Source: an optimization exercise on an open RTL-to-GDS flow (aim: small area, a short achievable clock period and few clock cycles per item). Production flows keep margins and buffers that such runs may drop.
The RTL of this run was laid out without a check of its function.
Power figures rest on the tool's default switching activity, not on a simulated workload.

[design/flow/run.sh]
#!/bin/bash
# synth_recipe.tcl (not shown) runs the flow's synth.tcl, then flattens the netlist and writes it again
# the make line also repeats each setting of config.mk as NAME=value (left out here)
make -C /OpenROAD-flow-scripts/flow DESIGN_CONFIG=/design/flow/config.mk WORK_HOME=/design/flow/orfs CLKGATE_MAP_FILE= SYNTH_SCRIPT=/design/flow/synth_recipe.tcl finish
[design/flow/config.mk]
export PLATFORM = sky130hd
export DESIGN_NAME = DCSformer
export DESIGN_NICKNAME = DCSformer
export VERILOG_FILES = /design/flow/design.v
export SDC_FILE = /design/flow/constraint.sdc
export NUM_CORES = 4
export LEC_CHECK = 0
export CAP_MARGIN = 20
export CORE_MARGIN = 2
export CORE_UTILIZATION = 30
export PLACE_DENSITY = 0.5
export SLEW_MARGIN = 20
[design/flow/constraint.sdc]
create_clock -name core_clock -period 12.0 [get_ports {clk}]
set_input_delay 2.4000 -clock core_clock [delete_from_list [all_inputs] [get_ports {clk}]]
set_output_delay 2.4000 -clock core_clock [all_outputs]
set_load 0.01 [all_outputs]
[design/flow/design.v]
module DCSformer(
	clk,
	rst_n,
	i_valid,
	w_valid,
	i_data,
	w_data,
	w_ready,
	o_valid,
	o_data
);
input               clk, rst_n, i_valid, w_valid;
input         [7:0] i_data, w_data;
output logic        w_ready, o_valid;
output logic [31:0] o_data;
localparam [2:0] S_IDLE = 3'd0, S_P1 = 3'd1, S_WAIT = 3'd2, S_P2 = 3'd3,
                 S_FIN = 3'd4, S_OUT = 3'd5;
logic       iv_r, wv_r;
logic [7:0] id_r, wd_r;
always_ff @(posedge clk or negedge rst_n) begin
	if (!rst_n) begin
		iv_r <= 1'b0;
		wv_r <= 1'b0;
	end else begin
		iv_r <= i_valid;
		wv_r <= w_valid;
	end
end
always_ff @(posedge clk) begin
	id_r <= i_data;
	wd_r <= w_data;
end
logic [6:0] cnt;
always_ff @(posedge clk or negedge rst_n) begin
	if (!rst_n) cnt <= 7'd0;
	else if (iv_r) cnt <= cnt + 7'd1;
end
logic [111:0][7:0] xd;
always_ff @(posedge clk) xd <= {xd[110:0], id_r};
logic [2:0] st;
logic [2:0] s;      
logic       h;      
logic [2:0] oc;     
logic [3:0] wcnt;   
logic s2_acc, s2_clr, s2_sh, s2_rot, s2_end;
logic       wr;       
logic [2:0] row_1, row_2, wr_row;
always_ff @(posedge clk or negedge rst_n) begin
	if (!rst_n) begin
		s2_acc <= 1'b0;
		s2_clr <= 1'b0;
		s2_sh  <= 1'b0;
		s2_rot <= 1'b0;
		s2_end <= 1'b0;
		wr     <= 1'b0;
	end else begin
		s2_acc <= iv_r | (st == S_P2);
		s2_clr <= iv_r ? (cnt[3:0] == 4'd0) : (st == S_P2 && s == 3'd0 && !h);
		s2_sh  <= (st == S_P2) & h;
		s2_rot <= (st == S_P2) & h;
		s2_end <= iv_r & (cnt[3:0] == 4'd15);
		wr     <= s2_end;
	end
end
always_ff @(posedge clk) begin
	row_2  <= cnt[6:4];
	wr_row <= row_2;
end
logic p1, p1_last, p2_adv;
assign p1      = (st == S_P1);
assign p1_last = p1 && (s == 3'd7);
assign p2_adv  = (st == S_P2) && h;
always_ff @(posedge clk or negedge rst_n) begin
	if (!rst_n) begin
		st <= S_IDLE;
		s  <= 3'd0;
		h  <= 1'b0;
		oc <= 3'd0;
	end else begin
		case (st)
			S_IDLE: begin
				s <= 3'd0;
				h <= 1'b0;
				if (wr && wr_row == 3'd7) st <= S_P1;
			end
			S_P1: begin
				s <= s + 3'd1;
				if (s == 3'd7) st <= (wcnt != 4'd0) ? S_P2 : S_WAIT;
			end
			S_WAIT: begin
				s <= 3'd0;
				h <= 1'b0;
				if (wcnt != 4'd0) st <= S_P2;
			end
			S_P2: begin
				h <= ~h;
				if (h) begin
					s <= s + 3'd1;
					if (s == 3'd7) st <= S_FIN;
				end
			end
			S_FIN: begin
				st <= S_OUT;
				oc <= 3'd0;
			end
			S_OUT: begin
				oc <= oc + 3'd1;
				if (oc == 3'd7) st <= S_IDLE;
			end
			default: st <= S_IDLE;
		endcase
	end
end
always_ff @(posedge clk or negedge rst_n) begin
	if (!rst_n) begin
		w_ready <= 1'b0;
		o_valid <= 1'b0;
	end else begin
		w_ready <= iv_r && (cnt == 7'd125);
		o_valid <= (st == S_FIN) || (st == S_OUT && oc != 3'd7);
	end
end
logic [7:0][7:0] wbuf;
logic [7:0]      wcur;
always_ff @(posedge clk or negedge rst_n) begin
	if (!rst_n) wcnt <= 4'd0;
	else if (st == S_OUT) wcnt <= 4'd0;
	else if (wv_r) wcnt <= wcnt + 4'd1;
end
always_ff @(posedge clk) begin
	if (wv_r) wbuf[wcnt[2:0]] <= wd_r;
	if ((p1_last || st == S_WAIT) && wcnt != 4'd0) wcur <= wbuf[0];
	else if (p2_adv) wcur <= wbuf[s + 3'd1];
end
logic ring_rot;
assign ring_rot = p1 | p2_adv;
logic [7:0][19:0] acc20;    
logic [7:0][19:0] C0, C1, C2, C3;
logic [3:0][19:0] C4;
logic wrA0, wrA1, wrA2, wrA3, wrA4, wrB1, wrB2, wrB3;
assign wrA0 = wr;
assign wrA1 = wr && wr_row >= 3'd1;
assign wrA2 = wr && wr_row >= 3'd2;
assign wrA3 = wr && wr_row >= 3'd3;
assign wrA4 = wr && wr_row >= 3'd4;
assign wrB3 = wr && wr_row >= 3'd5;
assign wrB2 = wr && wr_row >= 3'd6;
assign wrB1 = wr && wr_row == 3'd7;
always_ff @(posedge clk) begin
	if (ring_rot || wrA0) C0 <= {(ring_rot ? C0[0] : acc20[0]), C0[7:1]};
	if (ring_rot || wrA1) C1[6:0] <= {(ring_rot ? C1[7] : acc20[1]), C1[6:1]};
	if (ring_rot || wrB1) C1[7]   <= ring_rot ? C1[0] : acc20[7];
	if (ring_rot || wrA2) C2[5:0] <= {(ring_rot ? C2[6] : acc20[2]), C2[5:1]};
	if (ring_rot || wrB2) C2[7:6] <= {(ring_rot ? C2[0] : acc20[6]), C2[7]};
	if (ring_rot || wrA3) C3[4:0] <= {(ring_rot ? C3[5] : acc20[3]), C3[4:1]};
	if (ring_rot || wrB3) C3[7:5] <= {(ring_rot ? C3[0] : acc20[5]), C3[7:6]};
	if (ring_rot || wrA4) C4 <= {(ring_rot ? C4[0] : acc20[4]), C4[3:1]};
end
logic [7:0][19:0] tap, tapn;
assign tap[0] = C0[0]; assign tapn[0] = C0[1];
assign tap[1] = C1[7]; assign tapn[1] = C1[0];
assign tap[2] = C2[6]; assign tapn[2] = C2[7];
assign tap[3] = C3[5]; assign tapn[3] = C3[6];
assign tap[4] = C4[0]; assign tapn[4] = C4[1];
assign tap[5] = C3[0]; assign tapn[5] = C3[1];
assign tap[6] = C2[0]; assign tapn[6] = C2[1];
assign tap[7] = C1[0]; assign tapn[7] = C1[1];
logic [7:0][30:0] acc, sum;
logic [7:0][19:0] tr;       
logic [7:0]       mask;
logic [7:0][17:0] prod;
logic a_rot;
assign a_rot = s2_rot | (p1 && s != 3'd7) | (st == S_OUT);
genvar m;
generate
	for (m = 0; m < 8; m = m + 1) begin : lane
		logic [9:0]  a;
		logic [7:0]  b;
		logic [7:0]  xtap;
		logic [30:0] A, T;
		if (m == 0) begin : g0
			assign xtap = id_r;
		end else begin : gm
			assign xtap = xd[16*m-1];
		end
		assign a = (st == S_P2) ? (h ? tap[m][19:10] : tap[m][9:0]) : {2'b00, id_r};
		assign b = (st == S_P2) ? (mask[m] ? wcur : 8'd0) : xtap;
		always_ff @(posedge clk) prod[m] <= a * b;
		assign A = (s2_clr || (p1 && s == 3'd0)) ? 31'd0 : acc[m];
		assign T = p1 ? {11'd0, tap[m]} :
		           (s2_acc ? (s2_sh ? {3'd0, prod[m], 10'd0} : {13'd0, prod[m]}) : 31'd0);
		assign sum[m] = A + T;
		always_ff @(posedge clk) begin
			acc[m] <= a_rot ? sum[(m+7)%8] : sum[m];
			if (p1_last) begin
				tr[m]   <= sum[(m+7)%8][22:3];
				mask[m] <= tapn[m] >= sum[(m+7)%8][22:3];
			end else if (p2_adv) begin
				tr[m]   <= tr[(m+7)%8];
				mask[m] <= tapn[m] >= tr[(m+7)%8];
			end
		end
		assign acc20[m] = acc[m][19:0];
	end
endgenerate
assign o_data = {1'b0, acc[0]};
endmodule
==> flow_metrics.py <==
metrics = {
    "clock_tree": {
        "cts_tree": "built",
        "clk-insertion-delay-late_ns": 0.97,
        "clk_pin_slew_ns": 0.06,
        "post_cts_buffers": 0,
        "numCtsBuffers": 240,
        "ctsHoldBuffers": 0,
        "root_buffer": "clkbuf_16",
        "clockBufferDepth": 4,
        "cts-htree-levels": 4,
        "cts_resized": 0,
        "numClockSinks": 2300,
    },
    "routing": {
        "routed_wl_um": 364400,
        "routed-wl-met2_um": 161800,
        "top_layer": "met5",
        "initialDrtViolationCount": 6649,
        "wl_met3_um": 24080,
        "drc": 0,
        "wl_met1_um": 167200,
        "routed-via-count": 73980,
        "routedWlPerCell_um": 24.11,
        "viasPerCell": 4.895,
        "ant_nets": 0,
        "first_pass_iters": 9,
    },
    "logic_synthesis": {
        "ys_ff_latch": 2300,
        "synthFlopType": "dfxtp_1",
        "synth_nets": 11210,
        "synth_edf_count": 960,
        "synthArstFlopShare": 0.01304,
        "synth_seq_area_share": 0.5095,
        "synth.distinct_cells": 90,
        "syn_area_mm2": 0.1095,
        "syn-mean-instance-area_um2": 11.02,
        "ys_warn_count": 1,
        "synth_cells": 9936,
    },
    "timing": {
        "setup_slack_ns": 3.841,
        "slew_violations": 0,
        "tns_ns": 0,
        "maxSlewHeadroom": 0.1361,
        "rsz0062_at_grt": "false",
        "fin_crit_ns": 8.159,
        "holdWs_ns": 0.2871,
        "worstMarginPinSlew_ns": 1.282,
        "hold_viol_final": 0,
        "max_freq_mhz": 122.6,
        "fin_crit_sh": 0.6799,
        "finClkSkew_ns": 0.08054,
        "setup_viol": 0,
    },
    "global_routing": {
        "grt_usage": 0.1926,
        "grt_pass1_wl_um": 521900,
        "grt_pass1_vias": 73540,
        "grt_max_degree": 200,
        "overflow": 0,
        "antenna_found_initial": 46,
    },
    "critical_path": {
        "path_class": "reg -> reg",
        "slowest_delay_ns": 0.74,
        "critPathMaxFanout": 156,
        "slowest_stage": "xor2_1",
        "worstPathRequired_ns": 12.67,
        "startpoint_type": "flip-flop",
        "cp.arrival_ns": 8.83,
        "cp_cell_sequence": "inv_1, nor3_2, buf_12, buf_4, buf_4, o21ai_0, ha_1, o211ai_1, a21oi_1, nor4_1, o31a_1, o21ai_0, a21oi_1, xor2_1, ha_1, a21o_1, a21o_1, a21oi_1, o21ai_0, o2111ai_1, a21boi_0, o32a_1",
        "end_kind": "flip-flop",
    },
    "finish": {
        "fin_cells": 15110,
        "fin_area_mm2": 0.1249,
        "nNetsFinal": 11370,
        "layout-drive-gt1-share": 0.08604,
        "fillers": 36330,
        "area.growth.synth_to_final_pct": 13.99,
        "register_area_mm2": 0.05582,
        "fin_util": 0.3441,
        "multiInputGateArea_mm2": 0.04936,
    },
    "floorplanning": {
        "die_area_mm2": 0.3700,
        "die_h_um": 608.2,
        "pin_count": 54,
        "core_mm2": 0.3628,
        "chipWidth_um": 608.2,
        "num_rows": 221,
        "initial_core_util": 0.3019,
    },
    "pwr": {
        "power_density_mw_per_mm2": 171.1,
        "power.ir.vdd_worst_mv": 0.1588,
        "power.leakage_nw": 53.67,
        "fin_total_pwr_mw": 21.36,
    },
    "outcome": {
        "outcome": "timing/DRC/antenna clean",
    },
    "place": {
        "dpl-instance-area_mm2": 0.1163,
        "port_buffers": 52,
        "place_inst": 14650,
        "gp_congestion": 0.9224,
        "dp_slack_ns": 4.086,
        "dp_hpwl_um": 277100,
    },
    "job": {
        "maxCapViolations": 0,
    },
    "min_path": {
        "worstHoldPathType": "reg -> reg",
    },
}
flip-flops by register name (all words and copies together) (netlist names), 7 cells and up:
name / count
xd: 896
acc: 248
C0: 160
C1: 160
C2: 160
C3: 160
tr: 160
prod: 144
C4: 80
wbuf: 64
id_r: 8
mask: 8
wcur: 8
wd_r: 8
cnt: 7
metal layers:
metal | global-route usage | vias to the layer above
met3 | 0.02914 | 477
li1 | - | 34420
met4 | 0.05923 | 8
met5 | 0 | -
met2 | 0.3024 | 2338
met1 | 0.2718 | 36740
final cells by class:
| class | instances | share of cell area |
|---|---|---|
| Antenna cell | 11 | 0.0002205 |
| Sequential cell | 2300 | 0.4471 |
| Clock buffer | 309 | 0.05297 |
| Timing Repair Buffer | 241 | 0.01605 |
| Multi-Input combinational cell | 6462 | 0.3954 |
| Clock inverter | 144 | 0.01461 |
| Tap cell | 4794 | 0.04804 |
| Inverter | 853 | 0.02565 |
cell usage in the layout (no fill, tap or decap), drive strengths merged, types with 177 or more instances in the layout:
cell	netlist	layout
ha	861	861
xnor2	181	181
dfxtp	1310	1310
mux2	215	215
a21oi	385	385
nor2	618	618
mux2i	199	199
inv	853	885
nand2	1142	1142
a21o	177	177
o21ai	727	727
clkbuf	239	309
buf	82	190
fa	392	392
edfxtp	960	960
and2	338	338
logic make-up after synthesis:
logic type      synth area share
xor+xnor                 0.02471
simple gates              0.1097
fa+ha+maj                 0.1700
flops                     0.5095
mux                      0.04193
other cells           0.00003424
compound gates            0.1028
buf+inv                  0.04136
cells in the mapped netlist (29+ instances only):
master	number	area share
nand3_1	103	0.0047
inv_1	853	0.029
nand4_1	50	0.0029
and2_1	336	0.019
nor2_1	618	0.021
dfrtp_1	30	0.0069
edfxtp_1	960	0.26
a22o_1	94	0.0075
nor2b_1	92	0.0053
buf_4	32	0.0022
a21oi_1	384	0.018
xnor2_1	181	0.014
nand2_1	1142	0.039
and3_1	51	0.0029
dfxtp_1	1310	0.24
a21o_1	177	0.012
clkbuf_1	239	0.0082
o21a_1	108	0.0074
nand2b_1	127	0.0073
fa_1	392	0.072
buf_1	47	0.0016
ha_1	861	0.098
a211oi_1	42	0.0029
o211ai_1	29	0.0020
o21ai_1	41	0.0019
o21ai_0	686	0.031
mux2_2	215	0.022
mux2i_1	199	0.018
nor3_1	68	0.0031
o21bai_1	56	0.0038
xor2_1	128	0.010
a31oi_1	37	0.0021
worst max-delay path, delay by kind of cell, from the launching register on:
| family | cells | cell delay, ns |
|---|---|---|
| AND/OR/NAND/NOR | 2 | 0.92 |
| AO/OA/AOI/OAI | 13 | 2.75 |
| flip-flops | 1 | 0.48 |
| buffers and inverters | 4 | 1.86 |
| XOR/XNOR | 1 | 0.74 |
| adder cells (fa/ha/maj) | 2 | 0.85 |
path summary, 6_finish.rpt:
path / slack, ns / cells after the start / to / from
min in group asynchronous: 1.52 / 1 / iv_r / rst_n
max in group asynchronous: 9.93 / 1 / s2_sh / rst_n
worst max register to register: 3.84 / 22 / mask[0] / st[0]
worst min register to register: 0.29 / 0 / xd[739] / xd[731]
worst max-delay path: 3.84 / 22 / mask[0] / st[0]
worst min-delay path: 0.29 / 0 / xd[739] / xd[731]
power breakdown:
part	switching [mW]	total, mW	internal, mW
sequential	0.356	9.01	8.66
clock	3.32	7.97	4.64
combinational	2.69	4.38	1.69
total	6.37	21.4	15.0

separate check: timing with driven ports:
Ports are ideal in the flow. The routed layout listed here was re-timed in OpenROAD. Step 1: set_driving_cell puts a clkbuf_16 on clk and a buf_2 on each other input, an assumption about the parent block. Step 2 times the ports against the registers' clock, not the clock port: input delays grow and output delays shrink by t, the midpoint of the rising clock arrivals with the driver on. Three values: ideal ports, drivers, drivers and shift; two values: the first two.
t (ns): 1.016
slack for setup (ns): 3.841 / 3.841 / 3.841
worst hold slack (ns): 0.287 / 0.287 / 0.287
worst setup path at the end: register to register
After both steps setup and hold are still met in this run. The setup slack of this run moves by 0.000 ns with the drivers and by 0.000 ns with both steps.
